This design comes from an exercise in tuning for small area, a short achievable clock period and few clock cycles per item on the open sky130 flow, not from production work.
RTL that was checked went through simulation tests only; none was proved equivalent to the original.
The RTL of run 4 was laid out without a check of its function.
No activity file was given, so power comes from the tool's default toggle rates.

File: design/flow/flow/run.sh
#!/bin/bash
# The standard layout with: port buffers made from buf_2 cells (ORFS's
# default picks a delay buffer, clkdlybuf4s50_1), then reduced to buf_1 for
# the output ports and the lightly loaded input ports (flow/outbuf.tcl); the
# buffers that synthesis (ABC) inserted removed at
# floorplan, leaving buffering to the resizer, which sees the placement; and
# ORFS's power recovery after global routing, which downsizes gates off the
# critical paths.
set -euo pipefail
bash standard.sh "BUFFER_PORTS_ARGS=-buffer_cell sky130_fd_sc_hd__buf_2" "POST_GLOBAL_PLACE_TCL=$(pwd)/flow/outbuf.tcl" REMOVE_ABC_BUFFERS=1 RECOVER_POWER=100 finish > standard_run.log 2>&1
File: design/flow/flow/outbuf.tcl
# After global placement: the output-port buffers drive only the port's fixed
# load, so use the smallest buffer for them (the resizer upsizes any that
# need it).
foreach inst [get_cells output*] {
  replace_cell $inst sky130_fd_sc_hd__buf_1
}
File: design/flow/standard.sh
#!/bin/bash
# synth_recipe.tcl (not shown) runs the flow's synth.tcl, then flattens the netlist and writes it again
# the make line also repeats each setting of config.mk as NAME=value (left out here)
make -C /OpenROAD-flow-scripts/flow DESIGN_CONFIG=/design/flow/config.mk WORK_HOME=/design/flow/orfs CLKGATE_MAP_FILE= SYNTH_SCRIPT=/design/flow/synth_recipe.tcl "${@:-finish}"
File: design/flow/config.mk
export PLATFORM = sky130hd
export DESIGN_NAME = simple_cpu_top
export DESIGN_NICKNAME = simple_cpu_top
export VERILOG_FILES = /design/flow/design.v
export SDC_FILE = /design/flow/constraint.sdc
export NUM_CORES = 4
export LEC_CHECK = 0
export CAP_MARGIN = 20
export CORE_MARGIN = 2
export CORE_UTILIZATION = 40
export GPL_TIMING_DRIVEN = 0
export SLEW_MARGIN = 20
export SYNTH_HIERARCHICAL = 1
export SYNTH_MINIMUM_KEEP_SIZE = 0
File: design/flow/constraint.sdc
create_clock -name core_clock -period 5.0 [get_ports {clk}]
set_input_delay 1.0000 -clock core_clock [delete_from_list [all_inputs] [get_ports {clk}]]
set_output_delay 1.0000 -clock core_clock [all_outputs]
set_load 0.01 [all_outputs]
File: design/flow/design.v
module simple_datapath #(
    parameter BIT_WIDTH = 16
)(
    input wire clk,
    input wire en,
    input wire [BIT_WIDTH-1:0] a,
    input wire [BIT_WIDTH-1:0] b,
    output wire [BIT_WIDTH-1:0] p
);
    wire w1 = ~(a[0] & b[0]);
    wire w2 = ~(a[1] & b[0]);
    wire w3 = ~(a[2] & b[0]);
    wire w4 = ~(a[3] & b[0]);
    wire w5 = ~(a[4] & b[0]);
    wire w6 = ~(a[5] & b[0]);
    wire w7 = ~(a[6] & b[0]);
    wire w8 = ~(a[7] & b[0]);
    wire w9 = ~(a[8] & b[0]);
    wire w10 = ~(a[9] & b[0]);
    wire w11 = ~(a[10] & b[0]);
    wire w12 = ~(a[11] & b[0]);
    wire w13 = ~(a[12] & b[0]);
    wire w14 = ~(a[13] & b[0]);
    wire w15 = ~(a[14] & b[0]);
    wire w16 = ~(a[15] & b[0]);
    wire w17 = ~(a[0] & b[1]);
    wire w18 = ~(a[1] & b[1]);
    wire w19 = ~(a[2] & b[1]);
    wire w20 = ~(a[3] & b[1]);
    wire w21 = ~(a[4] & b[1]);
    wire w22 = ~(a[5] & b[1]);
    wire w23 = ~(a[6] & b[1]);
    wire w24 = ~(a[7] & b[1]);
    wire w25 = ~(a[8] & b[1]);
    wire w26 = ~(a[9] & b[1]);
    wire w27 = ~(a[10] & b[1]);
    wire w28 = ~(a[11] & b[1]);
    wire w29 = ~(a[12] & b[1]);
    wire w30 = ~(a[13] & b[1]);
    wire w31 = ~(a[14] & b[1]);
    wire w32 = ~(a[0] & b[2]);
    wire w33 = ~(a[1] & b[2]);
    wire w34 = ~(a[2] & b[2]);
    wire w35 = ~(a[3] & b[2]);
    wire w36 = ~(a[4] & b[2]);
    wire w37 = ~(a[5] & b[2]);
    wire w38 = ~(a[6] & b[2]);
    wire w39 = ~(a[7] & b[2]);
    wire w40 = ~(a[8] & b[2]);
    wire w41 = ~(a[9] & b[2]);
    wire w42 = ~(a[10] & b[2]);
    wire w43 = ~(a[11] & b[2]);
    wire w44 = ~(a[12] & b[2]);
    wire w45 = ~(a[13] & b[2]);
    wire w46 = ~(a[0] & b[3]);
    wire w47 = ~(a[1] & b[3]);
    wire w48 = ~(a[2] & b[3]);
    wire w49 = ~(a[3] & b[3]);
    wire w50 = ~(a[4] & b[3]);
    wire w51 = ~(a[5] & b[3]);
    wire w52 = ~(a[6] & b[3]);
    wire w53 = ~(a[7] & b[3]);
    wire w54 = ~(a[8] & b[3]);
    wire w55 = ~(a[9] & b[3]);
    wire w56 = ~(a[10] & b[3]);
    wire w57 = ~(a[11] & b[3]);
    wire w58 = ~(a[12] & b[3]);
    wire w59 = ~(a[0] & b[4]);
    wire w60 = ~(a[1] & b[4]);
    wire w61 = ~(a[2] & b[4]);
    wire w62 = ~(a[3] & b[4]);
    wire w63 = ~(a[4] & b[4]);
    wire w64 = ~(a[5] & b[4]);
    wire w65 = ~(a[6] & b[4]);
    wire w66 = ~(a[7] & b[4]);
    wire w67 = ~(a[8] & b[4]);
    wire w68 = ~(a[9] & b[4]);
    wire w69 = ~(a[10] & b[4]);
    wire w70 = ~(a[11] & b[4]);
    wire w71 = ~(a[0] & b[5]);
    wire w72 = ~(a[1] & b[5]);
    wire w73 = ~(a[2] & b[5]);
    wire w74 = ~(a[3] & b[5]);
    wire w75 = ~(a[4] & b[5]);
    wire w76 = ~(a[5] & b[5]);
    wire w77 = ~(a[6] & b[5]);
    wire w78 = ~(a[7] & b[5]);
    wire w79 = ~(a[8] & b[5]);
    wire w80 = ~(a[9] & b[5]);
    wire w81 = ~(a[10] & b[5]);
    wire w82 = ~(a[0] & b[6]);
    wire w83 = ~(a[1] & b[6]);
    wire w84 = ~(a[2] & b[6]);
    wire w85 = ~(a[3] & b[6]);
    wire w86 = ~(a[4] & b[6]);
    wire w87 = ~(a[5] & b[6]);
    wire w88 = ~(a[6] & b[6]);
    wire w89 = ~(a[7] & b[6]);
    wire w90 = ~(a[8] & b[6]);
    wire w91 = ~(a[9] & b[6]);
    wire w92 = ~(a[0] & b[7]);
    wire w93 = ~(a[1] & b[7]);
    wire w94 = ~(a[2] & b[7]);
    wire w95 = ~(a[3] & b[7]);
    wire w96 = ~(a[4] & b[7]);
    wire w97 = ~(a[5] & b[7]);
    wire w98 = ~(a[6] & b[7]);
    wire w99 = ~(a[7] & b[7]);
    wire w100 = ~(a[8] & b[7]);
    wire w101 = ~(a[0] & b[8]);
    wire w102 = ~(a[1] & b[8]);
    wire w103 = ~(a[2] & b[8]);
    wire w104 = ~(a[3] & b[8]);
    wire w105 = ~(a[4] & b[8]);
    wire w106 = ~(a[5] & b[8]);
    wire w107 = ~(a[6] & b[8]);
    wire w108 = ~(a[7] & b[8]);
    wire w109 = ~(a[0] & b[9]);
    wire w110 = ~(a[1] & b[9]);
    wire w111 = ~(a[2] & b[9]);
    wire w112 = ~(a[3] & b[9]);
    wire w113 = ~(a[4] & b[9]);
    wire w114 = ~(a[5] & b[9]);
    wire w115 = ~(a[6] & b[9]);
    wire w116 = ~(a[0] & b[10]);
    wire w117 = ~(a[1] & b[10]);
    wire w118 = ~(a[2] & b[10]);
    wire w119 = ~(a[3] & b[10]);
    wire w120 = ~(a[4] & b[10]);
    wire w121 = ~(a[5] & b[10]);
    wire w122 = ~(a[0] & b[11]);
    wire w123 = ~(a[1] & b[11]);
    wire w124 = ~(a[2] & b[11]);
    wire w125 = ~(a[3] & b[11]);
    wire w126 = ~(a[4] & b[11]);
    wire w127 = ~(a[0] & b[12]);
    wire w128 = ~(a[1] & b[12]);
    wire w129 = ~(a[2] & b[12]);
    wire w130 = ~(a[3] & b[12]);
    wire w131 = ~(a[0] & b[13]);
    wire w132 = ~(a[1] & b[13]);
    wire w133 = ~(a[2] & b[13]);
    wire w134 = ~(a[0] & b[14]);
    wire w135 = ~(a[1] & b[14]);
    wire w136 = ~(a[0] & b[15]);
    wire w137, w138;
    mul_xn u1 (.x(w18), .y(w3), .s(w137));
    mul_or u2 (.x(w18), .y(w3), .c(w138));
    wire w139, w140;
    mul_fa u3 (.x(w19), .y(w33), .z(w4), .s(w139), .c(w140));
    wire w141, w142;
    mul_xn u4 (.x(w46), .y(w138), .s(w141));
    mul_or u5 (.x(w46), .y(w138), .c(w142));
    wire w143, w144;
    mul_fa u6 (.x(w20), .y(w34), .z(w47), .s(w143), .c(w144));
    wire w145, w146;
    mul_fa u7 (.x(w5), .y(w59), .z(w140), .s(w145), .c(w146));
    wire w147, w148;
    mul_xn u8 (.x(w143), .y(w142), .s(w147));
    mul_or u9 (.x(w143), .y(w142), .c(w148));
    wire w149, w150;
    mul_fa u10 (.x(w21), .y(w35), .z(w48), .s(w149), .c(w150));
    wire w151, w152;
    mul_fa u11 (.x(w6), .y(w60), .z(w71), .s(w151), .c(w152));
    wire w153, w154;
    mul_fa u12 (.x(w144), .y(w149), .z(w151), .s(w153), .c(w154));
    wire w155, w156;
    mul_xn u13 (.x(w148), .y(w146), .s(w155));
    mul_or u14 (.x(w148), .y(w146), .c(w156));
    wire w157, w158;
    mul_fa u15 (.x(w22), .y(w36), .z(w49), .s(w157), .c(w158));
    wire w159, w160;
    mul_fa u16 (.x(w61), .y(w7), .z(w72), .s(w159), .c(w160));
    wire w161, w162;
    mul_fa u17 (.x(w82), .y(w150), .z(w152), .s(w161), .c(w162));
    wire w163, w164;
    mul_fa u18 (.x(w157), .y(w159), .z(w154), .s(w163), .c(w164));
    wire w165, w166;
    mul_xn u19 (.x(w161), .y(w156), .s(w165));
    mul_or u20 (.x(w161), .y(w156), .c(w166));
    wire w167, w168;
    mul_fa u21 (.x(w23), .y(w37), .z(w50), .s(w167), .c(w168));
    wire w169, w170;
    mul_fa u22 (.x(w62), .y(w73), .z(w8), .s(w169), .c(w170));
    wire w171, w172;
    mul_fa u23 (.x(w83), .y(w92), .z(w158), .s(w171), .c(w172));
    wire w173, w174;
    mul_fa u24 (.x(w160), .y(w167), .z(w169), .s(w173), .c(w174));
    wire w175, w176;
    mul_fa u25 (.x(w162), .y(w171), .z(w173), .s(w175), .c(w176));
    wire w177, w178;
    mul_xn u26 (.x(w164), .y(w166), .s(w177));
    mul_or u27 (.x(w164), .y(w166), .c(w178));
    wire w179, w180;
    mul_fa u28 (.x(w101), .y(w24), .z(w38), .s(w179), .c(w180));
    wire w181, w182;
    mul_fa u29 (.x(w51), .y(w63), .z(w74), .s(w181), .c(w182));
    wire w183, w184;
    mul_fa u30 (.x(w84), .y(w9), .z(w93), .s(w183), .c(w184));
    wire w185, w186;
    mul_fa u31 (.x(w168), .y(w170), .z(w179), .s(w185), .c(w186));
    wire w187, w188;
    mul_fa u32 (.x(w181), .y(w183), .z(w172), .s(w187), .c(w188));
    wire w189, w190;
    mul_fa u33 (.x(w174), .y(w185), .z(w187), .s(w189), .c(w190));
    wire w191, w192;
    mul_xn u34 (.x(w176), .y(w178), .s(w191));
    mul_or u35 (.x(w176), .y(w178), .c(w192));
    wire w193, w194;
    mul_fa u36 (.x(w10), .y(w102), .z(w109), .s(w193), .c(w194));
    wire w195, w196;
    mul_fa u37 (.x(w25), .y(w39), .z(w52), .s(w195), .c(w196));
    wire w197, w198;
    mul_fa u38 (.x(w64), .y(w75), .z(w85), .s(w197), .c(w198));
    wire w199, w200;
    mul_fa u39 (.x(w94), .y(w180), .z(w182), .s(w199), .c(w200));
    wire w201, w202;
    mul_fa u40 (.x(w184), .y(w193), .z(w195), .s(w201), .c(w202));
    wire w203, w204;
    mul_fa u41 (.x(w197), .y(w186), .z(w199), .s(w203), .c(w204));
    wire w205, w206;
    mul_fa u42 (.x(w201), .y(w188), .z(w203), .s(w205), .c(w206));
    wire w207, w208;
    mul_xn u43 (.x(w190), .y(w192), .s(w207));
    mul_or u44 (.x(w190), .y(w192), .c(w208));
    wire w209, w210;
    mul_fa u45 (.x(w103), .y(w11), .z(w110), .s(w209), .c(w210));
    wire w211, w212;
    mul_fa u46 (.x(w116), .y(w26), .z(w40), .s(w211), .c(w212));
    wire w213, w214;
    mul_fa u47 (.x(w53), .y(w65), .z(w76), .s(w213), .c(w214));
    wire w215, w216;
    mul_fa u48 (.x(w86), .y(w95), .z(w194), .s(w215), .c(w216));
    wire w217, w218;
    mul_fa u49 (.x(w196), .y(w198), .z(w209), .s(w217), .c(w218));
    wire w219, w220;
    mul_fa u50 (.x(w211), .y(w213), .z(w200), .s(w219), .c(w220));
    wire w221, w222;
    mul_fa u51 (.x(w202), .y(w215), .z(w217), .s(w221), .c(w222));
    wire w223, w224;
    mul_fa u52 (.x(w204), .y(w219), .z(w221), .s(w223), .c(w224));
    wire w225, w226;
    mul_fa u53 (.x(w104), .y(w111), .z(w117), .s(w225), .c(w226));
    wire w227, w228;
    mul_fa u54 (.x(w12), .y(w122), .z(w27), .s(w227), .c(w228));
    wire w229, w230;
    mul_fa u55 (.x(w41), .y(w54), .z(w66), .s(w229), .c(w230));
    wire w231, w232;
    mul_fa u56 (.x(w77), .y(w87), .z(w96), .s(w231), .c(w232));
    wire w233, w234;
    mul_fa u57 (.x(w210), .y(w212), .z(w214), .s(w233), .c(w234));
    wire w235, w236;
    mul_fa u58 (.x(w225), .y(w227), .z(w229), .s(w235), .c(w236));
    wire w237, w238;
    mul_fa u59 (.x(w231), .y(w216), .z(w218), .s(w237), .c(w238));
    wire w239, w240;
    mul_fa u60 (.x(w233), .y(w235), .z(w220), .s(w239), .c(w240));
    wire w241, w242;
    mul_xn u61 (.x(w222), .y(w237), .s(w241));
    mul_or u62 (.x(w222), .y(w237), .c(w242));
    wire w243, w244;
    mul_fa u63 (.x(w105), .y(w112), .z(w118), .s(w243), .c(w244));
    wire w245, w246;
    mul_fa u64 (.x(w123), .y(w127), .z(w13), .s(w245), .c(w246));
    wire w247, w248;
    mul_fa u65 (.x(w28), .y(w42), .z(w55), .s(w247), .c(w248));
    wire w249, w250;
    mul_fa u66 (.x(w67), .y(w78), .z(w88), .s(w249), .c(w250));
    wire w251, w252;
    mul_fa u67 (.x(w97), .y(w226), .z(w228), .s(w251), .c(w252));
    wire w253, w254;
    mul_fa u68 (.x(w230), .y(w232), .z(w243), .s(w253), .c(w254));
    wire w255, w256;
    mul_fa u69 (.x(w245), .y(w247), .z(w249), .s(w255), .c(w256));
    wire w257, w258;
    mul_fa u70 (.x(w234), .y(w236), .z(w251), .s(w257), .c(w258));
    wire w259, w260;
    mul_fa u71 (.x(w253), .y(w255), .z(w238), .s(w259), .c(w260));
    wire w261, w262;
    mul_xn u72 (.x(w257), .y(w242), .s(w261));
    mul_or u73 (.x(w257), .y(w242), .c(w262));
    wire w263, w264;
    mul_fa u74 (.x(w106), .y(w113), .z(w119), .s(w263), .c(w264));
    wire w265, w266;
    mul_fa u75 (.x(w124), .y(w128), .z(w131), .s(w265), .c(w266));
    wire w267, w268;
    mul_fa u76 (.x(w14), .y(w29), .z(w43), .s(w267), .c(w268));
    wire w269, w270;
    mul_fa u77 (.x(w56), .y(w68), .z(w79), .s(w269), .c(w270));
    wire w271, w272;
    mul_fa u78 (.x(w89), .y(w98), .z(w244), .s(w271), .c(w272));
    wire w273, w274;
    mul_fa u79 (.x(w246), .y(w248), .z(w250), .s(w273), .c(w274));
    wire w275, w276;
    mul_fa u80 (.x(w263), .y(w265), .z(w267), .s(w275), .c(w276));
    wire w277, w278;
    mul_fa u81 (.x(w269), .y(w252), .z(w254), .s(w277), .c(w278));
    wire w279, w280;
    mul_fa u82 (.x(w256), .y(w271), .z(w273), .s(w279), .c(w280));
    wire w281, w282;
    mul_fa u83 (.x(w275), .y(w258), .z(w277), .s(w281), .c(w282));
    wire w283, w284;
    mul_xn u84 (.x(w279), .y(w260), .s(w283));
    mul_or u85 (.x(w279), .y(w260), .c(w284));
    wire w285, w286;
    mul_fa u86 (.x(w107), .y(w114), .z(w120), .s(w285), .c(w286));
    wire w287, w288;
    mul_fa u87 (.x(w125), .y(w129), .z(w132), .s(w287), .c(w288));
    wire w289, w290;
    mul_fa u88 (.x(w134), .y(w15), .z(w30), .s(w289), .c(w290));
    wire w291, w292;
    mul_fa u89 (.x(w44), .y(w57), .z(w69), .s(w291), .c(w292));
    wire w293, w294;
    mul_fa u90 (.x(w80), .y(w90), .z(w99), .s(w293), .c(w294));
    wire w295, w296;
    mul_fa u91 (.x(w264), .y(w266), .z(w268), .s(w295), .c(w296));
    wire w297, w298;
    mul_fa u92 (.x(w270), .y(w285), .z(w287), .s(w297), .c(w298));
    wire w299, w300;
    mul_fa u93 (.x(w289), .y(w291), .z(w293), .s(w299), .c(w300));
    wire w301, w302;
    mul_fa u94 (.x(w272), .y(w274), .z(w276), .s(w301), .c(w302));
    wire w303, w304;
    mul_fa u95 (.x(w295), .y(w297), .z(w299), .s(w303), .c(w304));
    wire w305, w306;
    mul_fa u96 (.x(w278), .y(w280), .z(w301), .s(w305), .c(w306));
    wire w307, w308;
    mul_xn u97 (.x(w303), .y(w282), .s(w307));
    mul_or u98 (.x(w303), .y(w282), .c(w308));
    wire w309;
    mul_x2 u99 (.x(w100), .y(w108), .s(w309));
    wire w310;
    mul_x2 u100 (.x(w115), .y(w121), .s(w310));
    wire w311;
    mul_x2 u101 (.x(w126), .y(w130), .s(w311));
    wire w312;
    mul_x2 u102 (.x(w133), .y(w135), .s(w312));
    wire w313;
    mul_x2 u103 (.x(w136), .y(w16), .s(w313));
    wire w314;
    mul_x2 u104 (.x(w31), .y(w45), .s(w314));
    wire w315;
    mul_x2 u105 (.x(w58), .y(w70), .s(w315));
    wire w316;
    mul_x2 u106 (.x(w81), .y(w91), .s(w316));
    wire w317;
    mul_x2 u107 (.x(w309), .y(w310), .s(w317));
    wire w318;
    mul_x2 u108 (.x(w311), .y(w312), .s(w318));
    wire w319;
    mul_x2 u109 (.x(w313), .y(w314), .s(w319));
    wire w320;
    mul_x2 u110 (.x(w315), .y(w316), .s(w320));
    wire w321;
    mul_x2 u111 (.x(w317), .y(w318), .s(w321));
    wire w322;
    mul_x2 u112 (.x(w319), .y(w320), .s(w322));
    wire w323;
    mul_x2 u113 (.x(w286), .y(w288), .s(w323));
    wire w324;
    mul_x2 u114 (.x(w290), .y(w292), .s(w324));
    wire w325;
    mul_x2 u115 (.x(w294), .y(w321), .s(w325));
    wire w326;
    mul_x2 u116 (.x(w322), .y(w323), .s(w326));
    wire w327;
    mul_x2 u117 (.x(w324), .y(w325), .s(w327));
    wire w328;
    mul_x2 u118 (.x(w326), .y(w327), .s(w328));
    wire w329;
    mul_x2 u119 (.x(w296), .y(w328), .s(w329));
    wire w330;
    mul_x2 u120 (.x(w298), .y(w300), .s(w330));
    wire w331;
    mul_x2 u121 (.x(w329), .y(w330), .s(w331));
    wire w332;
    mul_x2 u122 (.x(w331), .y(w302), .s(w332));
    wire w333;
    mul_x2 u123 (.x(w304), .y(w332), .s(w333));
    wire w334;
    mul_x2 u124 (.x(w333), .y(w306), .s(w334));
    wire w335;
    mul_x2 u125 (.x(w334), .y(w308), .s(w335));
    wire w336 = w17 | w2;
    wire w337, w338;
    mul_fa u126 (.x(w32), .y(w137), .z(w336), .s(w337), .c(w338));
    wire w339, w340;
    mul_fa u127 (.x(w141), .y(w139), .z(w338), .s(w339), .c(w340));
    wire w341, w342;
    mul_fa u128 (.x(w147), .y(w145), .z(w340), .s(w341), .c(w342));
    wire w343, w344;
    mul_fa u129 (.x(w153), .y(w155), .z(w342), .s(w343), .c(w344));
    wire w345, w346;
    mul_ha u130 (.x(w165), .y(w163), .s(w345), .c(w346));
    wire w347;
    mul_ao u131 (.g(w346), .p(w345), .ci(w344), .co(w347));
    wire w348, w349;
    mul_ha u132 (.x(w175), .y(w177), .s(w348), .c(w349));
    wire w350;
    mul_ao u133 (.g(w349), .p(w348), .ci(w346), .co(w350));
    wire w351 = w348 & w345;
    wire w352;
    mul_ao u134 (.g(w350), .p(w351), .ci(w344), .co(w352));
    reg [28:0] q;
    always @(posedge clk)
        if (en) q <= {w335, w284, w307, w305, w283, w262, w281, w259, w261, w240, w224, w239, w241, w208, w223, w206, w207, w205, w189, w191, w352, ~(w348 ^ w347), ~(w345 ^ w344), ~w343, ~w341, ~w339, ~w337, w17 ^ w2, ~w1};
    assign p[0] = q[0];
    assign p[1] = q[1];
    assign p[2] = q[2];
    assign p[3] = q[3];
    assign p[4] = q[4];
    assign p[5] = q[5];
    assign p[6] = q[6];
    assign p[7] = q[7];
    wire w353, w354;
    mul_xn u135 (.x(q[13]), .y(q[14]), .s(w353));
    mul_or u136 (.x(q[13]), .y(q[14]), .c(w354));
    wire w355, w356;
    mul_fa u137 (.x(q[16]), .y(q[17]), .z(q[18]), .s(w355), .c(w356));
    wire w357, w358;
    mul_fa u138 (.x(q[19]), .y(q[20]), .z(q[21]), .s(w357), .c(w358));
    wire w359, w360;
    mul_fa u139 (.x(q[22]), .y(q[23]), .z(q[24]), .s(w359), .c(w360));
    wire w361, w362;
    mul_fa u140 (.x(q[25]), .y(q[26]), .z(q[27]), .s(w361), .c(w362));
    wire w363;
    mul_x2 u141 (.x(q[28]), .y(w362), .s(w363));
    wire w364, w365;
    mul_ha u142 (.x(q[10]), .y(q[9]), .s(w364), .c(w365));
    wire w366;
    mul_ao u143 (.g(w365), .p(w364), .ci(q[8]), .co(w366));
    wire w367, w368;
    mul_ha u144 (.x(q[11]), .y(q[12]), .s(w367), .c(w368));
    wire w369;
    mul_ao u145 (.g(w368), .p(w367), .ci(w366), .co(w369));
    wire w370, w371;
    mul_ha u146 (.x(q[15]), .y(w353), .s(w370), .c(w371));
    wire w372;
    mul_ao u147 (.g(w371), .p(w370), .ci(w369), .co(w372));
    wire w373, w374;
    mul_ha u148 (.x(w354), .y(w355), .s(w373), .c(w374));
    wire w375;
    mul_ao u149 (.g(w374), .p(w373), .ci(w372), .co(w375));
    wire w376, w377;
    mul_ha u150 (.x(w356), .y(w357), .s(w376), .c(w377));
    wire w378;
    mul_ao u151 (.g(w377), .p(w376), .ci(w374), .co(w378));
    wire w379 = w376 & w373;
    wire w380;
    mul_ao u152 (.g(w378), .p(w379), .ci(w372), .co(w380));
    wire w381, w382;
    mul_ha u153 (.x(w358), .y(w359), .s(w381), .c(w382));
    wire w383, w384;
    mul_ha u154 (.x(w360), .y(w361), .s(w383), .c(w384));
    wire w385;
    mul_ao u155 (.g(w384), .p(w383), .ci(w382), .co(w385));
    wire w386 = w383 & w381;
    wire w387;
    mul_ao u156 (.g(w382), .p(w381), .ci(w380), .co(w387));
    wire w388;
    mul_ao u157 (.g(w385), .p(w386), .ci(w380), .co(w388));
    assign p[8] = ~(w364 ^ q[8]);
    assign p[9] = ~(w367 ^ w366);
    assign p[10] = ~(w370 ^ w369);
    assign p[11] = ~(w373 ^ w372);
    assign p[12] = ~(w376 ^ w375);
    assign p[13] = ~(w381 ^ w380);
    assign p[14] = ~(w383 ^ w387);
    assign p[15] = (w363 ^ w388);
endmodule
module mul_fa (
    input wire x, y, z,
    output wire s, c
);
    assign s = x ^ y ^ z;
    assign c = (x & y) | (x & z) | (y & z);
endmodule
module mul_ha (
    input wire x, y,
    output wire s, c
);
    assign s = x ^ y;
    assign c = x & y;
endmodule
module mul_xn (
    input wire x, y,
    output wire s
);
    assign s = ~(x ^ y);
endmodule
module mul_or (
    input wire x, y,
    output wire c
);
    assign c = x | y;
endmodule
module mul_x2 (
    input wire x, y,
    output wire s
);
    assign s = x ^ y;
endmodule
module mul_ao (
    input wire g, p, ci,
    output wire co
);
    assign co = g | (p & ci);
endmodule
module simple_control (
    input wire clk,
    input wire rst_n,
    input wire start,
    output reg done
);
    always @(posedge clk or negedge rst_n) begin
        if (!rst_n)
            done <= 1'b0;
        else if (start)
            done <= 1'b1;
    end
endmodule
module simple_cpu_top #(
    parameter BIT_WIDTH = 16,
    parameter PROGRAM_FILE = "program.mem"
)(
    input wire clk,
    input wire rst_n,
    input wire start,
    input wire [BIT_WIDTH-1:0] operand_a,
    input wire [BIT_WIDTH-1:0] operand_b,
    output wire [BIT_WIDTH-1:0] result,
    output wire done
);
    simple_datapath #(.BIT_WIDTH(BIT_WIDTH)) datapath (
        .clk(clk), .en(start), .a(operand_a), .b(operand_b), .p(result)
    );
    simple_control control (
        .clk(clk), .rst_n(rst_n), .start(start), .done(done)
    );
endmodule
==> flow_summary_export.csv, run 1 <==
group,metric,value,unit
layout,utilization,44.3,%
setup_path,path_cells,"clkbuf_1 -> and2_2 -> ha_1 -> inv_1 -> fa_1 -> fa_1 -> fa_1 -> fa_1 -> a21o_1 -> xnor2_1",
pwr,max-vdd-ir-drop,0.210,mV
routing,vias,2660,
placed_design,dpl.hpwl,6.48,mm
global_routing,grt-ovfl-total,0,
clocking,cts_made_buffers,5,
synth,synth_area_per_cell,10.9,um^2
setup_path,critPathKind,"input port to register",
synth,synth_top_cell_by_area,"fa_1",
clocking,clkSinkCount,30,
clocking,cts-root-buf,"clkbuf_8",
setup_path,cp_slowest_cell,"clkbuf_1",
pwr,p_per_area,445,nW/um^2
floorplan,die_h,104,um
pwr,p_switching,0.815,mW
layout,n_antenna_cell,0,
setup_path,cp.required,5.05,ns
layout,final_cells,535,
setup_path,worstSetupEndpointType,"register",
setup_path,crit_top_cell,"fa_1",
floorplan,io_pins,52,
synth,ys_seq_area_share,22.2,%
placed_design,dpl_cell_area,4250,um^2
timing,relSlewSlack,-7.14,%
timing,max_freq,244,MHz
setup_path,cp_top_family,"adder cells",
clocking,cts_tree,"done",
layout,drive_gt1_share,9.95,%
pwr,power_frac_seq,23.3,%
timing,finalSetupTns,0,ns
routing,ant_nets,0,
layout,area_growth,7.36,%
global_routing,antenna_found_initial,0,
layout,nNetsFinal,528,
pwr,power_frac_clock,10.0,%
timing,hold_viol_final,0,
layout,stdcell_area,4330,um^2
routing,vias_per_cell,4.97,
synth,ys_warn_count,8,
timing,worstMarginPinSlew,1.61,ns
setup_path,worstSetupStartpointType,"input port",
global_routing,grt_pass1_wl,14.4,mm
synth,syn_inst,369,
synth,synth_cell_types,15,
timing,fin_crit,4.10,ns
placed_design,port_buffers,51,
routing,wl_per_cell,15.6,um
pwr,swShare,42.3,%
synth,synthTopCellsByArea,"fa_1, edfxtp_1, nand2_1, xor2_1, xnor2_1",
pwr,p_int,1.11,mW
clocking,post_cts_buffers,0,
routing,drc,0,
timing,grt_setup_unrepaired,"false",
placed_design,placed_cells,527,
clocking,clkLatencyLatePin,0.28,ns
min_path,min_path_type,"register to register",
floorplan,row_count,36,
timing,fin_worst_skew,0,ns
routing,firstDrtPassIters,4,
status,violations,"capacitance limit, slew limit",
timing,drv_slew,31,
floorplan,die_w,104,um
floorplan,die_area,10900,um^2
status,outcome,"complete, but fails checks",
clocking,clk_pin_slew,0.07,ns
pwr,power.share.combinational,66.7,%
global_routing,grt_max_degree,31,
routing,drt_iter0_markers,142,
setup_path,cp.arrival,4.15,ns
timing,finalSetupViolCount,0,
timing,layout_worst_path_cycle_share,82.0,%
setup_path,critPathMaxFanout,16,
clocking,htreeDepth,2,
floorplan,core,9770,um^2
job,drv_cap,1,
global_routing,first_global_vias,2858,
synth,synth.ff_latch_count,30,
clocking,cts_buffer_depth,2,
setup_path,cpPeakStageDelay,0.60,ns
synth,synth.top_cell.area_share,40.7,%
global_routing,grt_util_all_layers,16.9,%
clocking,postCtsHoldBufs,0,
floorplan,start_util,41.2,%
clocking,cts.repair.resized,0,
setup_path,crit_buf_inv,2,
synth,syn_area,4030,um^2
routing,wl,8.34,mm
layout,fillers,969,
pwr,power.leakage,1.59,nW
[metal layers]
layer,global-route usage [%],part of all wire (%)
met1,22.0,43
met2,28.4,48
met3,3.07,5.9
met4,5.98,2.5
met5,0,0
[path summary, 6_finish.rpt]
path                                     startpoint                        to  slack, ns  depth (start not counted)
setup / recovery                       operand_b[0]   datapath.q[7]$_DFFE_PP_       0.90                         10
setup reg to reg           control.done$_DFFE_PN0P_  control.done$_DFFE_PN0P_       4.29                          1
hold reg to reg            control.done$_DFFE_PN0P_  control.done$_DFFE_PN0P_       0.47                          1
max in group asynchronous                     rst_n  control.done$_DFFE_PN0P_       4.44                          1
hold / removal             control.done$_DFFE_PN0P_  control.done$_DFFE_PN0P_       0.47                          1
min in group asynchronous                     rst_n  control.done$_DFFE_PN0P_       0.48                          1
[state kept, by name, indices dropped and copies added (netlist names)]
signal	count
datapath.q	29
control.done	1
[synth_stat cells]
cell / count
dfrtp_1: 1
nand2_1: 133
xor2_1: 29
edfxtp_1: 29
and2_2: 2
and2_1: 4
buf_4: 12
inv_1: 5
xnor2_1: 22
or2_1: 14
fa_1: 82
buf_6: 4
a21o_1: 12
buf_2: 10
ha_1: 10
[Yosys stat by module (local to each module, per instance), a selection]
module          flops+latches  copies in the design  cells inside
mul_or                      0                    13             1
mul_ao                      0                    12             1
mul_ha                      0                     9             1
simple_control              1                     1             2
mul_x2                      0                    28             1
mul_fa                      0                    82             1
mul_xn                      0                    13             1
[cells in the final DEF, fill, tap and decap left out, drive strengths merged]
master and n:
edfxtp 29, or2 14, and2 6, clkinv 2, fa 82, clkbuf 8
ha 10, clkinvlp 1, a21o 12, inv 5, xnor2 22, xor2 29
dfrtp 1, buf 48, nand2 133
[through the flow]
step / power, mW / hold slack, ns / worst slack [ns]
after detailed placement: 1.77 / 0.454 / 0.957
final: 1.93 / 0.466 / 0.898
after global routing: 2.13 / 0.462 / 0.792
after CTS: 1.96 / 0.471 / 1.25
after global placement: 1.78 / 0.442 / 0.976
after floorplan: 1.41 / 0.504 / 1.43
[cell families (layout without fill, tap and decap cells)]
family                     count (synthesis)  count (layout)  share of synthesized area (%)
buffers and inverters                     31              64                           5.06
xor gates and xnor gates                  51              51                           11.1
and+or+nand+nor                          153             153                           15.6
adders and majority gates                 92              92                           43.8
DFF                                       30              30                           22.2
AOI/OAI and AO/OA                         12              12                           2.24
[power by group through the flow]
stage	sequential, mW	clock [mW]	combinational [mW]
after floorplan	0.461	0	0.946
after global placement	0.453	0	1.33
after detailed placement	0.456	0	1.31
after CTS	0.451	0.197	1.32
after global routing	0.460	0.211	1.46
final	0.449	0.192	1.28
[layout make-up]
| type | instances | area [um^2] | area share [%] |
|---|---|---|---|
| Inverter | 5 | 18.8 | 0.434 |
| Clock buffer | 5 | 68.8 | 1.59 |
| Sequential cell | 30 | 896 | 20.7 |
| Tap cell | 133 | 166 | 3.85 |
| Multi-Input combinational cell | 308 | 2930 | 67.7 |
| Timing Repair Buffer | 51 | 230 | 5.32 |
| Clock inverter | 3 | 16.3 | 0.376 |
Testbench counts, summed over its fixed seeds: cycles 384, items 384.
==> run 2, diff against run 1 <==
--- a/design/flow/flow/run.sh
+++ b/design/flow/flow/run.sh
@@ -7,4 +7,4 @@
 # ORFS's power recovery after global routing, which downsizes gates off the
 # critical paths.
 set -euo pipefail
-bash standard.sh "BUFFER_PORTS_ARGS=-buffer_cell sky130_fd_sc_hd__buf_2" "POST_GLOBAL_PLACE_TCL=$(pwd)/flow/outbuf.tcl" REMOVE_ABC_BUFFERS=1 RECOVER_POWER=100 finish > standard_run.log 2>&1
+bash standard.sh "BUFFER_PORTS_ARGS=-buffer_cell sky130_fd_sc_hd__buf_2" "POST_GLOBAL_PLACE_TCL=$(pwd)/flow/outbuf.tcl" REMOVE_ABC_BUFFERS=1 finish > standard_run.log 2>&1
==> run 2 against run 1 <==
Now clean on timing, DRC and antenna. Synthesized cell count unchanged. Combinational power about the same. Total power about the same. Register-to-register slack about the same. Design area about the same. Routed wire length down 0.16%. Sequential power about the same. Worst hold slack about the same. Non-clock buffer count unchanged. Critical path depth unchanged. Die area unchanged. Critical endpoint unchanged. Largest cell class unchanged.
==> flow_summary_export.csv, run 2 <==
group,metric,value,unit
status,outcome,"complete, no violations",
setup_path,cp_slowest_cell,"fa_1",
min_path,min_path_type,"register to register",
setup_path,worstSetupEndpointType,"register",
routing,vias_per_cell,4.90,
global_routing,met3_usage,3.07,%
min_path,hold_start,"control.done$_DFFE_PN0P_",
synth,synth_area_per_cell,10.9,um^2
synth,synth_top_cell_by_area,"fa_1",
floorplan,start_util,41.2,%
global_routing,first_global_vias,2858,
layout,regMostFlops,"datapath.q",
layout,largestRegisters,"datapath.q: 29 flops, control.done: 1 flops",
placed_design,dpl.hpwl,6.48,mm
clocking,clkSinkCount,30,
timing,worstMarginPinSlew,0.670,ns
synth,syn_inst,369,
layout,final_cell_mix,"nand2_1, fa_1, buf_2",
synth,synthTopCellsByArea,"fa_1, edfxtp_1, nand2_1, xor2_1, xnor2_1",
layout,final_common_cell,"nand2_1",
timing,drv_slew,0,
synth,syn_area,4030,um^2
synth,synthFlopType,"edfxtp_1",
floorplan,core,9770,um^2
synth,synth_most_common_cell,"nand2_1",
synth,synth.ff_latch_count,30,
setup_path,ff2ff_path_depth,1,
timing,grt_setup_unrepaired,"false",
setup_path,critPathMaxFanout,16,
synth,synth.top_cell.area_share,40.7,%
layout,fillers,971,
timing,fin_worst_skew,0,ns
synth,synth_enable_flop_cells,29,
timing,fin_crit,3.74,ns
clocking,cts.repair.resized,0,
global_routing,antenna_found_initial,0,
timing,max_freq,268,MHz
synth,synth_cell_types,15,
clocking,clkLatencyLatePin,0.28,ns
setup_path,cp.required,5.05,ns
setup_path,critPathKind,"input port to register",
timing,finalSetupTns,0,ns
pwr,max-vdd-ir-drop,0.210,mV
setup_path,cp-endpoint,"datapath.q[7]$_DFFE_PP_",
timing,relSlewSlack,55.3,%
timing,layout_worst_path_cycle_share,74.7,%
clocking,cts_made_buffers,5,
routing,drt_iter0_markers,144,
clocking,htreeDepth,2,
routing,wl_per_cell,15.6,um
synth,synth-async-reset-ratio,3.33,%
global_routing,grt-ovfl-total,0,
setup_path,cpPeakStageDelay,0.48,ns
setup_path,crit_top_cell,"fa_1",
clocking,clk_pin_slew,0.07,ns
pwr,p_per_area,445,nW/um^2
setup_path,regToRegSetupSlack,4.30,ns
timing,finalSetupViolCount,0,
routing,firstDrtPassIters,4,
global_routing,grt_util_all_layers,16.9,%
routing,wl,8.33,mm
clocking,cts-root-buf,"clkbuf_8",
synth,ys_warn_count,8,
floorplan,row_count,36,
job,drv_cap,0,
global_routing,grt.busiest_layer,"met2",
layout,area_growth,7.45,%
routing,ant_nets,0,
global_routing,grt_pass1_wl,14.4,mm
clocking,post_cts_buffers,0,
setup_path,crit_start,"operand_b[0]",
floorplan,io_pins,52,
pwr,power.leakage,1.60,nW
routing,drc,0,
setup_path,reg2reg_to,"control.done$_DFFE_PN0P_",
global_routing,grt_util_met2,28.4,%
clocking,cts_tree,"done",
clocking,postCtsHoldBufs,0,
timing,hold_viol_final,0,
setup_path,worstSetupStartpointType,"input port",
layout,n_antenna_cell,0,
pwr,finalPower,1.93,mW
clocking,cts_buffer_depth,2,
layout,drive_gt1_share,10.7,%
setup_path,cp.arrival,3.78,ns
min_path,whs_path_depth,1,
synth,synth_commonest_cells,"nand2_1, fa_1, edfxtp_1, xor2_1, xnor2_1",
global_routing,grt_max_degree,31,
floorplan,die_area,10900,um^2
floorplan,die_h,104,um
global_routing,grt_use_met1,22.0,%
setup_path,path_cells,"buf_2 -> and2_2 -> ha_1 -> inv_1 -> fa_1 -> fa_1 -> fa_1 -> fa_1 -> a21o_1 -> xnor2_1",
layout,nNetsFinal,528,
placed_design,port_buffers,51,
layout,largest_register_ff_count,29,
synth,ys_seq_area_share,22.2,%
floorplan,die_w,104,um
routing,vias,2624,
setup_path,r2r-start,"control.done$_DFFE_PN0P_",
[run 2: per-layer routing]
| layer | part of all wire (%) | up-vias |
|---|---|---|
| li1 | - | 1195 |
| met1 | 43 | 1317 |
| met2 | 48 | 98 |
| met3 | 7.2 | 14 |
| met4 | 2.4 | 0 |
| met5 | 0 | - |
[run 2: power breakdown]
group / internal [mW] / switching [mW] / total, mW
logic: 0.601 / 0.685 / 1.29
registers: 0.414 / 0.0342 / 0.448
clock network: 0.0951 / 0.0969 / 0.192
[run 2: critical path, delay by kind of cell]
kind / cells / cell delay, ns
compound gates: 1 / 0.20
fa+ha+maj: 5 / 1.92
buf+inv: 2 / 0.34
xor+xnor: 1 / 0.11
simple gates: 1 / 0.20
[run 2: cell families after synthesis]
family | Yosys count | synth area share [%]
compound gates | 12 | 2.24
flops | 30 | 22.2
simple gates | 153 | 15.6
buf+inv | 31 | 5.06
fa+ha+maj | 92 | 43.8
xor+xnor | 51 | 11.1
[run 2: worst min-delay path by stage]
| stage | to | slack, ns |
|---|---|---|
| finish | control.done$_DFFE_PN0P_ | 0.47 |
| global route | control.done$_DFFE_PN0P_ | 0.46 |
| CTS | control.done$_DFFE_PN0P_ | 0.47 |
| detailed placement | control.done$_DFFE_PN0P_ | 0.45 |
| global placement | control.done$_DFFE_PN0P_ | 0.44 |
| floorplan | control.done$_DFFE_PN0P_ | 0.50 |
[run 2: area by class of cell]
cell class	instances	area, um^2	area share, %
Timing Repair Buffer	51	234	5.40
Multi-Input combinational cell	308	2930	67.7
Clock buffer	5	68.8	1.59
Inverter	5	18.8	0.433
Tap cell	133	166	3.84
Clock inverter	3	16.3	0.376
Sequential cell	30	896	20.7
[run 2: stage by stage]
| stage | hold WS, ns | util [%] | setup WS (ns) | std cells | cell area [um^2] |
|---|---|---|---|---|---|
| global placement | 0.442 | 43.7 | 0.976 | 527 | 4270 |
| detailed placement | 0.454 | 43.4 | 0.957 | 527 | 4250 |
| global route | 0.462 | 44.3 | 1.16 | 535 | 4330 |
| CTS | 0.471 | 44.3 | 1.25 | 535 | 4330 |
| floorplan | 0.504 | - | 1.43 | 343 | 3840 |
| finish | 0.466 | 44.3 | 1.26 | 535 | 4330 |
[run 2: modules after synthesis (local to each module, per instance), excerpt]
module | cells | cell area, um^2 | times used
simple_control | 2 | 31.3 | 1
mul_fa | 1 | 20.0 | 82
mul_ha | 1 | 12.5 | 9
mul_x2 | 1 | 8.76 | 28
mul_xn | 1 | 8.76 | 13
mul_ao | 1 | 7.51 | 12
mul_or | 1 | 6.26 | 13
==> run 3, diff against run 2 <==
==> design/flow/flow/run.sh (replaced) <==
#!/bin/bash
# The standard layout with: port buffers made from buf_2 cells (ORFS's
# default picks a delay buffer, clkdlybuf4s50_1), then reduced to buf_1 for
# the output ports (flow/outbuf.tcl); and the buffers that synthesis (ABC)
# inserted removed at floorplan, leaving buffering to the resizer, which sees
# the placement.
set -euo pipefail
bash standard.sh "BUFFER_PORTS_ARGS=-buffer_cell sky130_fd_sc_hd__buf_2" "POST_GLOBAL_PLACE_TCL=$(pwd)/flow/outbuf.tcl" REMOVE_ABC_BUFFERS=1 finish > standard_run.log 2>&1
==> run 3 against run 2 <==
Synthesized cell count stayed put. Design area did not move. Cell count did not move. Clock skew is the same. Combinational power is essentially flat.
==> flow_summary_export.csv, run 3 <==
group,metric,value,unit
setup_path,r2r-start,"control.done$_DFFE_PN0P_",
clocking,cts.repair.resized,0,
timing,hold_viol_final,0,
timing,fin_worst_skew,0,ns
floorplan,die_area,10900,um^2
routing,drt_iter0_markers,144,
synth,synth_top_cell_by_area,"fa_1",
clocking,post_cts_buffers,0,
pwr,p_per_area,445,nW/um^2
layout,largest_register_ff_count,29,
setup_path,ff2ff_path_depth,1,
synth,synth.ff_latch_count,30,
layout,final_cells,535,
synth,synth_area_per_cell,10.9,um^2
routing,vias,2624,
pwr,max-vdd-ir-drop,0.210,mV
synth,synth-async-reset-ratio,3.33,%
min_path,hold_start,"control.done$_DFFE_PN0P_",
setup_path,worstSetupEndpointType,"register",
pwr,p_int,1.11,mW
setup_path,cpPeakStageDelay,0.48,ns
clocking,clkSinkCount,30,
layout,n_antenna_cell,0,
global_routing,grt-ovfl-total,0,
clocking,cts-root-buf,"clkbuf_8",
setup_path,critPathMaxFanout,16,
clocking,cts_tree,"done",
timing,drv_slew,0,
global_routing,antenna_found_initial,0,
min_path,holdPathEnd,"control.done$_DFFE_PN0P_",
clocking,clk_pin_slew,0.07,ns
clocking,htreeDepth,2,
floorplan,die_w,104,um
layout,regMostFlops,"datapath.q",
floorplan,die_h,104,um
synth,synthFlopType,"edfxtp_1",
timing,grt_setup_unrepaired,"false",
setup_path,reg2reg_to,"control.done$_DFFE_PN0P_",
layout,final_common_cell,"nand2_1",
global_routing,grt_util_all_layers,16.9,%
clocking,postCtsHoldBufs,0,
synth,synthTopCellsByArea,"fa_1, edfxtp_1, nand2_1, xor2_1, xnor2_1",
placed_design,port_buffers,51,
routing,drt-met1-wl,3.57,mm
routing,wl_per_cell,15.6,um
timing,worstMarginPinSlew,0.670,ns
setup_path,critPathKind,"input port to register",
global_routing,first_global_vias,2858,
clocking,cts_buffer_depth,2,
routing,top_layer_used,"met4",
layout,drive_gt1_share,10.7,%
setup_path,crit_top_cell,"fa_1",
global_routing,grt_max_degree,31,
synth,synth_commonest_cells,"nand2_1, fa_1, edfxtp_1, xor2_1, xnor2_1",
synth,syn_inst,369,
placed_design,dpl.hpwl,6.48,mm
clocking,clkLatencyLatePin,0.28,ns
synth,ys_seq_area_share,22.2,%
min_path,whs_path_depth,1,
timing,max_freq,268,MHz
layout,largestRegisters,"datapath.q: 29 flops, control.done: 1 flops",
setup_path,regToRegSetupSlack,4.30,ns
layout,area_growth,7.45,%
pwr,power.leakage,1.60,nW
setup_path,worstSetupStartpointType,"input port",
setup_path,cp.required,5.05,ns
routing,firstDrtPassIters,4,
pwr,power_frac_seq,23.3,%
setup_path,cp.arrival,3.78,ns
routing,vias_per_cell,4.90,
layout,final_cell_mix,"nand2_1, fa_1, buf_2",
pwr,p_switching,0.816,mW
global_routing,grt_pass1_wl,14.4,mm
timing,fin_crit,3.74,ns
timing,relSlewSlack,55.3,%
floorplan,core,9770,um^2
pwr,power_frac_clock,10.0,%
floorplan,io_pins,52,
pwr,power.share.combinational,66.8,%
setup_path,path_cells,"buf_2 -> and2_2 -> ha_1 -> inv_1 -> fa_1 -> fa_1 -> fa_1 -> fa_1 -> a21o_1 -> xnor2_1",
setup_path,cp_slowest_cell,"fa_1",
synth,ys_warn_count,8,
pwr,swShare,42.3,%
routing,wl,8.33,mm
timing,finalSetupViolCount,0,
timing,layout_worst_path_cycle_share,74.7,%
status,outcome,"complete, no violations",
placed_design,placed_cells,527,
routing,met3_length,596,um
timing,finalSetupTns,0,ns
clocking,cts_made_buffers,5,
floorplan,start_util,41.2,%
floorplan,row_count,36,
routing,drc,0,
routing,ant_nets,0,
synth,synth.top_cell.area_share,40.7,%
job,drv_cap,0,
routing,route.met2.wl,3.96,mm
synth,synth_most_common_cell,"nand2_1",
synth,synth_cell_types,15,
min_path,min_path_type,"register to register",
synth,synth_enable_flop_cells,29,
synth,syn_area,4030,um^2
layout,nNetsFinal,528,
## run 3: through the flow
| stage | area, um^2 | total power, mW | hold WS, ns | utilization [%] | setup slack [ns] |
|---|---|---|---|---|---|
| final | 4330 | 1.93 | 0.466 | 44.3 | 1.26 |
| after global routing | 4330 | 2.14 | 0.462 | 44.3 | 1.16 |
| after detailed placement | 4250 | 1.77 | 0.454 | 43.4 | 0.957 |
| after floorplan | 3840 | 1.41 | 0.504 | - | 1.43 |
| after global placement | 4270 | 1.78 | 0.442 | 43.7 | 0.976 |
| after CTS | 4330 | 1.96 | 0.471 | 44.3 | 1.25 |
## run 3: layout make-up
type / count / area [um^2]
fill: 971 / 5440
multi-input combinational: 308 / 2930
sequential: 30 / 896
timing repair buffer: 51 / 234
tap: 133 / 166
clock buffer: 5 / 68.8
inverter: 5 / 18.8
clock inverter: 3 / 16.3
## run 3: cell families (layout without fill, tap and decap cells)
| group | Yosys count | after routing | synth area share, % |
|---|---|---|---|
| simple gates | 153 | 153 | 15.6 |
| compound gates | 12 | 12 | 2.24 |
| buf+inv | 31 | 64 | 5.06 |
| flops | 30 | 30 | 22.2 |
| xor+xnor | 51 | 51 | 11.1 |
| fa+ha+maj | 92 | 92 | 43.8 |
## run 3: critical path: cells and delay by family
family | cells | cell delay, ns
adder cells (fa/ha/maj) | 5 | 1.92
AO/OA/AOI/OAI | 1 | 0.20
XOR/XNOR | 1 | 0.11
buffers and inverters | 2 | 0.34
AND/OR/NAND/NOR | 1 | 0.20
## run 3: Yosys stat by module, one instance, submodules excluded, excerpt
module	flip-flops and latches	times used	cells
mul_ha	0	9	1
mul_or	0	13	1
mul_fa	0	82	1
simple_control	1	1	2
mul_xn	0	13	1
mul_x2	0	28	1
mul_ao	0	12	1
## run 3: power groups by stage
stage               clock (mW)  sequential [mW]  combinational [mW]
floorplan                    0            0.461               0.946
global placement             0            0.453                1.33
detailed placement           0            0.456                1.31
CTS                      0.197            0.451                1.32
global route             0.211            0.460                1.46
finish                   0.192            0.448                1.29
## run 3: how the worst max path moves through the flow
stage	start	slack, ns	cells after the start	endpoint
2_1_floorplan	operand_b[11]	1.43	7	datapath.q[28]$_DFFE_PP_
3_3_place_gp	operand_a[0]	0.98	8	datapath.q[28]$_DFFE_PP_
3_5_place_dp	operand_b[0]	0.96	10	datapath.q[7]$_DFFE_PP_
4_1_cts	operand_b[0]	1.25	10	datapath.q[7]$_DFFE_PP_
5_1_grt	operand_a[3]	1.16	14	datapath.q[28]$_DFFE_PP_
6_report	operand_b[0]	1.26	10	datapath.q[7]$_DFFE_PP_
## run 3: metal layers
layer / GRT usage, % / up-vias
met3: 3.07 / 14
li1: - / 1195
met4: 5.98 / 0
met1: 22.0 / 1317
met5: 0 / -
met2: 28.4 / 98
==> run 4, diff against run 3 <==
--- a/design/flow/design.v
+++ b/design/flow/design.v
@@ -385,25 +385,28 @@
     wire w337, w338;
     mul_fa u126 (.x(w32), .y(w137), .z(w336), .s(w337), .c(w338));
     wire w339, w340;
-    mul_fa u127 (.x(w141), .y(w139), .z(w338), .s(w339), .c(w340));
-    wire w341, w342;
-    mul_fa u128 (.x(w147), .y(w145), .z(w340), .s(w341), .c(w342));
-    wire w343, w344;
-    mul_fa u129 (.x(w153), .y(w155), .z(w342), .s(w343), .c(w344));
+    mul_ha u127 (.x(w141), .y(w139), .s(w339), .c(w340));
+    wire w341;
+    mul_ao u128 (.g(w340), .p(w339), .ci(w338), .co(w341));
+    wire w342, w343;
+    mul_ha u129 (.x(w147), .y(w145), .s(w342), .c(w343));
+    wire w344;
+    mul_ao u130 (.g(w343), .p(w342), .ci(w341), .co(w344));
     wire w345, w346;
-    mul_ha u130 (.x(w165), .y(w163), .s(w345), .c(w346));
+    mul_ha u131 (.x(w153), .y(w155), .s(w345), .c(w346));
     wire w347;
-    mul_ao u131 (.g(w346), .p(w345), .ci(w344), .co(w347));
+    mul_ao u132 (.g(w346), .p(w345), .ci(w344), .co(w347));
     wire w348, w349;
-    mul_ha u132 (.x(w175), .y(w177), .s(w348), .c(w349));
+    mul_ha u133 (.x(w165), .y(w163), .s(w348), .c(w349));
     wire w350;
-    mul_ao u133 (.g(w349), .p(w348), .ci(w346), .co(w350));
-    wire w351 = w348 & w345;
-    wire w352;
-    mul_ao u134 (.g(w350), .p(w351), .ci(w344), .co(w352));
+    mul_ao u134 (.g(w349), .p(w348), .ci(w347), .co(w350));
+    wire w351, w352;
+    mul_ha u135 (.x(w175), .y(w177), .s(w351), .c(w352));
+    wire w353;
+    mul_ao u136 (.g(w352), .p(w351), .ci(w350), .co(w353));
     reg [28:0] q;
     always @(posedge clk)
-        if (en) q <= {w335, w284, w307, w305, w283, w262, w281, w259, w261, w240, w224, w239, w241, w208, w223, w206, w207, w205, w189, w191, w352, ~(w348 ^ w347), ~(w345 ^ w344), ~w343, ~w341, ~w339, ~w337, w17 ^ w2, ~w1};
+        if (en) q <= {w335, w284, w307, w305, w283, w262, w281, w259, w261, w240, w224, w239, w241, w208, w223, w206, w207, w205, w189, w191, w353, ~(w351 ^ w350), ~(w348 ^ w347), ~(w345 ^ w344), ~(w342 ^ w341), ~(w339 ^ w338), ~w337, w17 ^ w2, ~w1};
     assign p[0] = q[0];
     assign p[1] = q[1];
     assign p[2] = q[2];
@@ -412,61 +415,61 @@
     assign p[5] = q[5];
     assign p[6] = q[6];
     assign p[7] = q[7];
-    wire w353, w354;
-    mul_xn u135 (.x(q[13]), .y(q[14]), .s(w353));
-    mul_or u136 (.x(q[13]), .y(q[14]), .c(w354));
-    wire w355, w356;
-    mul_fa u137 (.x(q[16]), .y(q[17]), .z(q[18]), .s(w355), .c(w356));
-    wire w357, w358;
-    mul_fa u138 (.x(q[19]), .y(q[20]), .z(q[21]), .s(w357), .c(w358));
-    wire w359, w360;
-    mul_fa u139 (.x(q[22]), .y(q[23]), .z(q[24]), .s(w359), .c(w360));
-    wire w361, w362;
-    mul_fa u140 (.x(q[25]), .y(q[26]), .z(q[27]), .s(w361), .c(w362));
-    wire w363;
-    mul_x2 u141 (.x(q[28]), .y(w362), .s(w363));
-    wire w364, w365;
-    mul_ha u142 (.x(q[10]), .y(q[9]), .s(w364), .c(w365));
-    wire w366;
-    mul_ao u143 (.g(w365), .p(w364), .ci(q[8]), .co(w366));
-    wire w367, w368;
-    mul_ha u144 (.x(q[11]), .y(q[12]), .s(w367), .c(w368));
-    wire w369;
-    mul_ao u145 (.g(w368), .p(w367), .ci(w366), .co(w369));
-    wire w370, w371;
-    mul_ha u146 (.x(q[15]), .y(w353), .s(w370), .c(w371));
-    wire w372;
-    mul_ao u147 (.g(w371), .p(w370), .ci(w369), .co(w372));
-    wire w373, w374;
-    mul_ha u148 (.x(w354), .y(w355), .s(w373), .c(w374));
-    wire w375;
-    mul_ao u149 (.g(w374), .p(w373), .ci(w372), .co(w375));
-    wire w376, w377;
-    mul_ha u150 (.x(w356), .y(w357), .s(w376), .c(w377));
-    wire w378;
-    mul_ao u151 (.g(w377), .p(w376), .ci(w374), .co(w378));
-    wire w379 = w376 & w373;
-    wire w380;
-    mul_ao u152 (.g(w378), .p(w379), .ci(w372), .co(w380));
-    wire w381, w382;
-    mul_ha u153 (.x(w358), .y(w359), .s(w381), .c(w382));
-    wire w383, w384;
-    mul_ha u154 (.x(w360), .y(w361), .s(w383), .c(w384));
-    wire w385;
-    mul_ao u155 (.g(w384), .p(w383), .ci(w382), .co(w385));
-    wire w386 = w383 & w381;
-    wire w387;
-    mul_ao u156 (.g(w382), .p(w381), .ci(w380), .co(w387));
+    wire w354, w355;
+    mul_xn u137 (.x(q[13]), .y(q[14]), .s(w354));
+    mul_or u138 (.x(q[13]), .y(q[14]), .c(w355));
+    wire w356, w357;
+    mul_fa u139 (.x(q[16]), .y(q[17]), .z(q[18]), .s(w356), .c(w357));
+    wire w358, w359;
+    mul_fa u140 (.x(q[19]), .y(q[20]), .z(q[21]), .s(w358), .c(w359));
+    wire w360, w361;
+    mul_fa u141 (.x(q[22]), .y(q[23]), .z(q[24]), .s(w360), .c(w361));
+    wire w362, w363;
+    mul_fa u142 (.x(q[25]), .y(q[26]), .z(q[27]), .s(w362), .c(w363));
+    wire w364;
+    mul_x2 u143 (.x(q[28]), .y(w363), .s(w364));
+    wire w365, w366;
+    mul_ha u144 (.x(q[10]), .y(q[9]), .s(w365), .c(w366));
+    wire w367;
+    mul_ao u145 (.g(w366), .p(w365), .ci(q[8]), .co(w367));
+    wire w368, w369;
+    mul_ha u146 (.x(q[11]), .y(q[12]), .s(w368), .c(w369));
+    wire w370;
+    mul_ao u147 (.g(w369), .p(w368), .ci(w367), .co(w370));
+    wire w371, w372;
+    mul_ha u148 (.x(q[15]), .y(w354), .s(w371), .c(w372));
+    wire w373;
+    mul_ao u149 (.g(w372), .p(w371), .ci(w370), .co(w373));
+    wire w374, w375;
+    mul_ha u150 (.x(w355), .y(w356), .s(w374), .c(w375));
+    wire w376;
+    mul_ao u151 (.g(w375), .p(w374), .ci(w373), .co(w376));
+    wire w377, w378;
+    mul_ha u152 (.x(w357), .y(w358), .s(w377), .c(w378));
+    wire w379;
+    mul_ao u153 (.g(w378), .p(w377), .ci(w375), .co(w379));
+    wire w380 = w377 & w374;
+    wire w381;
+    mul_ao u154 (.g(w379), .p(w380), .ci(w373), .co(w381));
+    wire w382, w383;
+    mul_ha u155 (.x(w359), .y(w360), .s(w382), .c(w383));
+    wire w384, w385;
+    mul_ha u156 (.x(w361), .y(w362), .s(w384), .c(w385));
+    wire w386;
+    mul_ao u157 (.g(w385), .p(w384), .ci(w383), .co(w386));
+    wire w387 = w384 & w382;
     wire w388;
-    mul_ao u157 (.g(w385), .p(w386), .ci(w380), .co(w388));
-    assign p[8] = ~(w364 ^ q[8]);
-    assign p[9] = ~(w367 ^ w366);
-    assign p[10] = ~(w370 ^ w369);
-    assign p[11] = ~(w373 ^ w372);
-    assign p[12] = ~(w376 ^ w375);
-    assign p[13] = ~(w381 ^ w380);
-    assign p[14] = ~(w383 ^ w387);
-    assign p[15] = (w363 ^ w388);
+    mul_ao u158 (.g(w383), .p(w382), .ci(w381), .co(w388));
+    wire w389;
+    mul_ao u159 (.g(w386), .p(w387), .ci(w381), .co(w389));
+    assign p[8] = ~(w365 ^ q[8]);
+    assign p[9] = ~(w368 ^ w367);
+    assign p[10] = ~(w371 ^ w370);
+    assign p[11] = ~(w374 ^ w373);
+    assign p[12] = ~(w377 ^ w376);
+    assign p[13] = ~(w382 ^ w381);
+    assign p[14] = ~(w384 ^ w388);
+    assign p[15] = (w364 ^ w389);
 endmodule
 module mul_fa (
     input wire x, y, z,
==> run 4 against run 3 <==
Clock-buffer cell count unchanged. Die area about the same. Core utilization increased by 0.26 points. Largest power group unchanged.
==> flow_summary_export.csv, run 4 <==
group,metric,value,unit
status,outcome,"complete, no violations",
synth,synth-async-reset-ratio,3.33,%
timing,grt_setup_unrepaired,"false",
pwr,swShare,41.2,%
synth,synthTopCellsByArea,"fa_1, edfxtp_1, nand2_1, xor2_1, xnor2_1",
layout,regMostFlops,"datapath.q",
clocking,cts_tree,"done",
global_routing,grt_util_all_layers,16.7,%
floorplan,row_count,36,
pwr,power.share.combinational,64.8,%
synth,ys_warn_count,8,
clocking,clk_pin_slew,0.07,ns
global_routing,antenna_found_initial,0,
placed_design,dpl.hpwl,6.42,mm
timing,drv_slew,0,
placed_design,dpl_cell_area,4250,um^2
timing,fin_crit,3.72,ns
min_path,min_path_type,"register to register",
pwr,max-vdd-ir-drop,0.148,mV
timing,finalSetupViolCount,0,
timing,layout_worst_path_cycle_share,74.5,%
timing,fin_worst_skew,0,ns
clocking,cts.repair.resized,0,
setup_path,cp.arrival,3.75,ns
synth,synth.top_cell.area_share,39.2,%
clocking,cts_buffer_depth,2,
setup_path,worstSetupStartpointType,"input port",
synth,synth_enable_flop_cells,29,
clocking,clkSinkCount,30,
setup_path,cp_slowest_cell,"fa_1",
timing,finalSetupTns,0,ns
pwr,power_frac_seq,22.8,%
synth,synth_most_common_cell,"nand2_1",
layout,largestRegisters,"datapath.q: 29 flops, control.done: 1 flops",
synth,synth_area_per_cell,10.9,um^2
routing,wl,8.30,mm
floorplan,start_util,41.2,%
timing,worstMarginPinSlew,0.690,ns
global_routing,grt-ovfl-total,0,
setup_path,path_cells,"buf_2 -> nand2_1 -> fa_1 -> fa_1 -> fa_1 -> fa_1 -> or2_1 -> xor2_1",
layout,n_antenna_cell,0,
clocking,cts_made_buffers,5,
setup_path,cpPeakStageDelay,0.52,ns
timing,relSlewSlack,54.0,%
layout,final_cell_mix,"nand2_1, fa_1, buf_2",
clocking,cts-root-buf,"clkbuf_8",
routing,vias,2631,
synth,syn_area,4030,um^2
clocking,clkLatencyLatePin,0.28,ns
layout,drive_gt1_share,10.9,%
setup_path,critPathKind,"input port to register",
clocking,htreeDepth,2,
setup_path,worstSetupEndpointType,"register",
clocking,post_cts_buffers,0,
layout,largest_register_ff_count,29,
timing,hold_viol_final,0,
routing,drt_iter0_markers,142,
floorplan,die_h,104,um
job,drv_cap,0,
setup_path,cp.required,5.03,ns
synth,synthFlopType,"edfxtp_1",
clocking,postCtsHoldBufs,0,
synth,ys_seq_area_share,22.2,%
setup_path,crit_top_cell,"fa_1",
pwr,p_per_area,456,nW/um^2
synth,synth_top_cell_by_area,"fa_1",
layout,stdcell_area,4360,um^2
synth,synth.ff_latch_count,30,
layout,area_growth,8.04,%
routing,ant_nets,0,
routing,drc,0,
synth,synth_commonest_cells,"nand2_1, fa_1, edfxtp_1, xor2_1, xnor2_1",
layout,nNetsFinal,529,
pwr,power.leakage,1.62,nW
floorplan,die_area,10900,um^2
routing,vias_per_cell,4.91,
synth,synth_cell_types,15,
global_routing,grt_max_degree,31,
timing,max_freq,269,MHz
layout,final_common_cell,"nand2_1",
pwr,p_switching,0.819,mW
floorplan,die_w,104,um
setup_path,crit_buf_inv,1,
layout,final_cells,536,
global_routing,first_global_vias,2872,
synth,syn_inst,370,
placed_design,placed_cells,528,
floorplan,io_pins,52,
placed_design,port_buffers,51,
pwr,finalPower,1.99,mW
floorplan,core,9770,um^2
setup_path,critPathMaxFanout,16,
routing,firstDrtPassIters,4,
routing,wl_per_cell,15.5,um
global_routing,grt_pass1_wl,14.5,mm
setup_path,cp_top_family,"adder cells",
pwr,p_int,1.17,mW
pwr,power_frac_clock,12.4,%
layout,fillers,956,
[run 4: power groups by stage]
stage               clock, mW  combinational (mW)  sequential (mW)
finish                  0.247                1.29            0.452
global route            0.264                1.48            0.462
CTS                     0.255                1.32            0.454
detailed placement          0                1.32            0.460
global placement            0                1.34            0.455
floorplan                   0               0.951            0.464
[run 4: cells by family (layout without fill, tap and decap cells)]
| kind of cell | after synthesis | after routing | share of synthesized area (%) |
|---|---|---|---|
| DFF | 30 | 30 | 22.2 |
| AOI/OAI and AO/OA | 14 | 14 | 2.61 |
| buffers and inverters | 28 | 61 | 4.78 |
| adders and majority gates | 92 | 92 | 43.3 |
| and+or+nand+nor | 152 | 152 | 15.4 |
| xor gates and xnor gates | 54 | 54 | 11.7 |
[run 4: layout make-up]
type	count	area, um^2	area share, %
well taps	133	166	3.82
multi-input cells	312	2940	67.6
repair buffers	51	234	5.37
flip-flops and latches	30	896	20.6
clock inverters	3	40.0	0.919
clock buffers	5	68.8	1.58
inverters	2	7.51	0.172
[run 4: Yosys stat by module, one instance, submodules excluded, a selection]
module / cells inside / times used / area, um^2 / flops+latches
mul_ao: 1 / 14 / 7.51 / 0
mul_ha: 1 / 12 / 12.5 / 0
simple_control: 2 / 1 / 31.3 / 1
mul_fa: 1 / 79 / 20.0 / 0
mul_or: 1 / 13 / 6.26 / 0
mul_x2: 1 / 28 / 8.76 / 0
mul_xn: 1 / 13 / 8.76 / 0
[run 4: stage by stage]
stage	setup slack [ns]	hold slack (ns)	utilization, %
final	1.28	0.464	44.6
after global placement	0.957	0.443	43.7
after detailed placement	0.956	0.452	43.4
after floorplan	1.43	0.504	-
after CTS	1.26	0.468	44.6
after global routing	1.07	0.467	44.6
[run 4: layer usage]
metal | track usage (%) | share of wire [%] | wire [um]
met5 | 0 | 0 | 0
met4 | 5.89 | 2.1 | 174
met3 | 2.19 | 7.2 | 595
met2 | 28.3 | 48 | 4020
met1 | 22.1 | 42 | 3510
[run 4: worst paths after layout]
check | from | end | slack [ns] | cells past startpoint
max in group asynchronous | rst_n | control.done$_DFFE_PN0P_ | 4.44 | 1
min in group asynchronous | rst_n | control.done$_DFFE_PN0P_ | 0.48 | 1
min | control.done$_DFFE_PN0P_ | control.done$_DFFE_PN0P_ | 0.46 | 1
max reg2reg | control.done$_DFFE_PN0P_ | control.done$_DFFE_PN0P_ | 4.30 | 1
max | operand_a[0] | datapath.q[28]$_DFFE_PP_ | 1.28 | 8
min reg2reg | control.done$_DFFE_PN0P_ | control.done$_DFFE_PN0P_ | 0.46 | 1

re-timing with driven ports:
How much do the figures lean on ideal ports? The routed layouts below were timed once more, with nothing changed but the port constraints. Step 1 assumes that a clkbuf_16 drives the clock port and a buf_2 every other input. Step 2 times the ports against the registers' clock, not the clock port: input delays grow and output delays shrink by t, the midpoint of the rising clock arrivals with the driver on. a / b / c = ideal / step 1 / step 2; a / b = the first two.
run	t (ns)	slack for setup (ns)	worst setup path at the end	slew at the worst register clock pin (ns)	worst slew at a driven data input, ns
run 1	0.315	0.898 / 0.896 / 0.582	input to register	0.07 / 0.07	0.04
run 2	0.314	1.265 / 1.268 / 0.955	input to register	0.07 / 0.07	0.04
run 3	0.314	1.265 / 1.268 / 0.955	input to register	0.07 / 0.07	0.04
run 4	0.313	1.277 / 1.287 / 0.974	input to register	0.08 / 0.08	0.04
For run 1, which loses most, drivers alone change the setup slack by -0.002 ns; drivers and shift together by -0.316 ns.
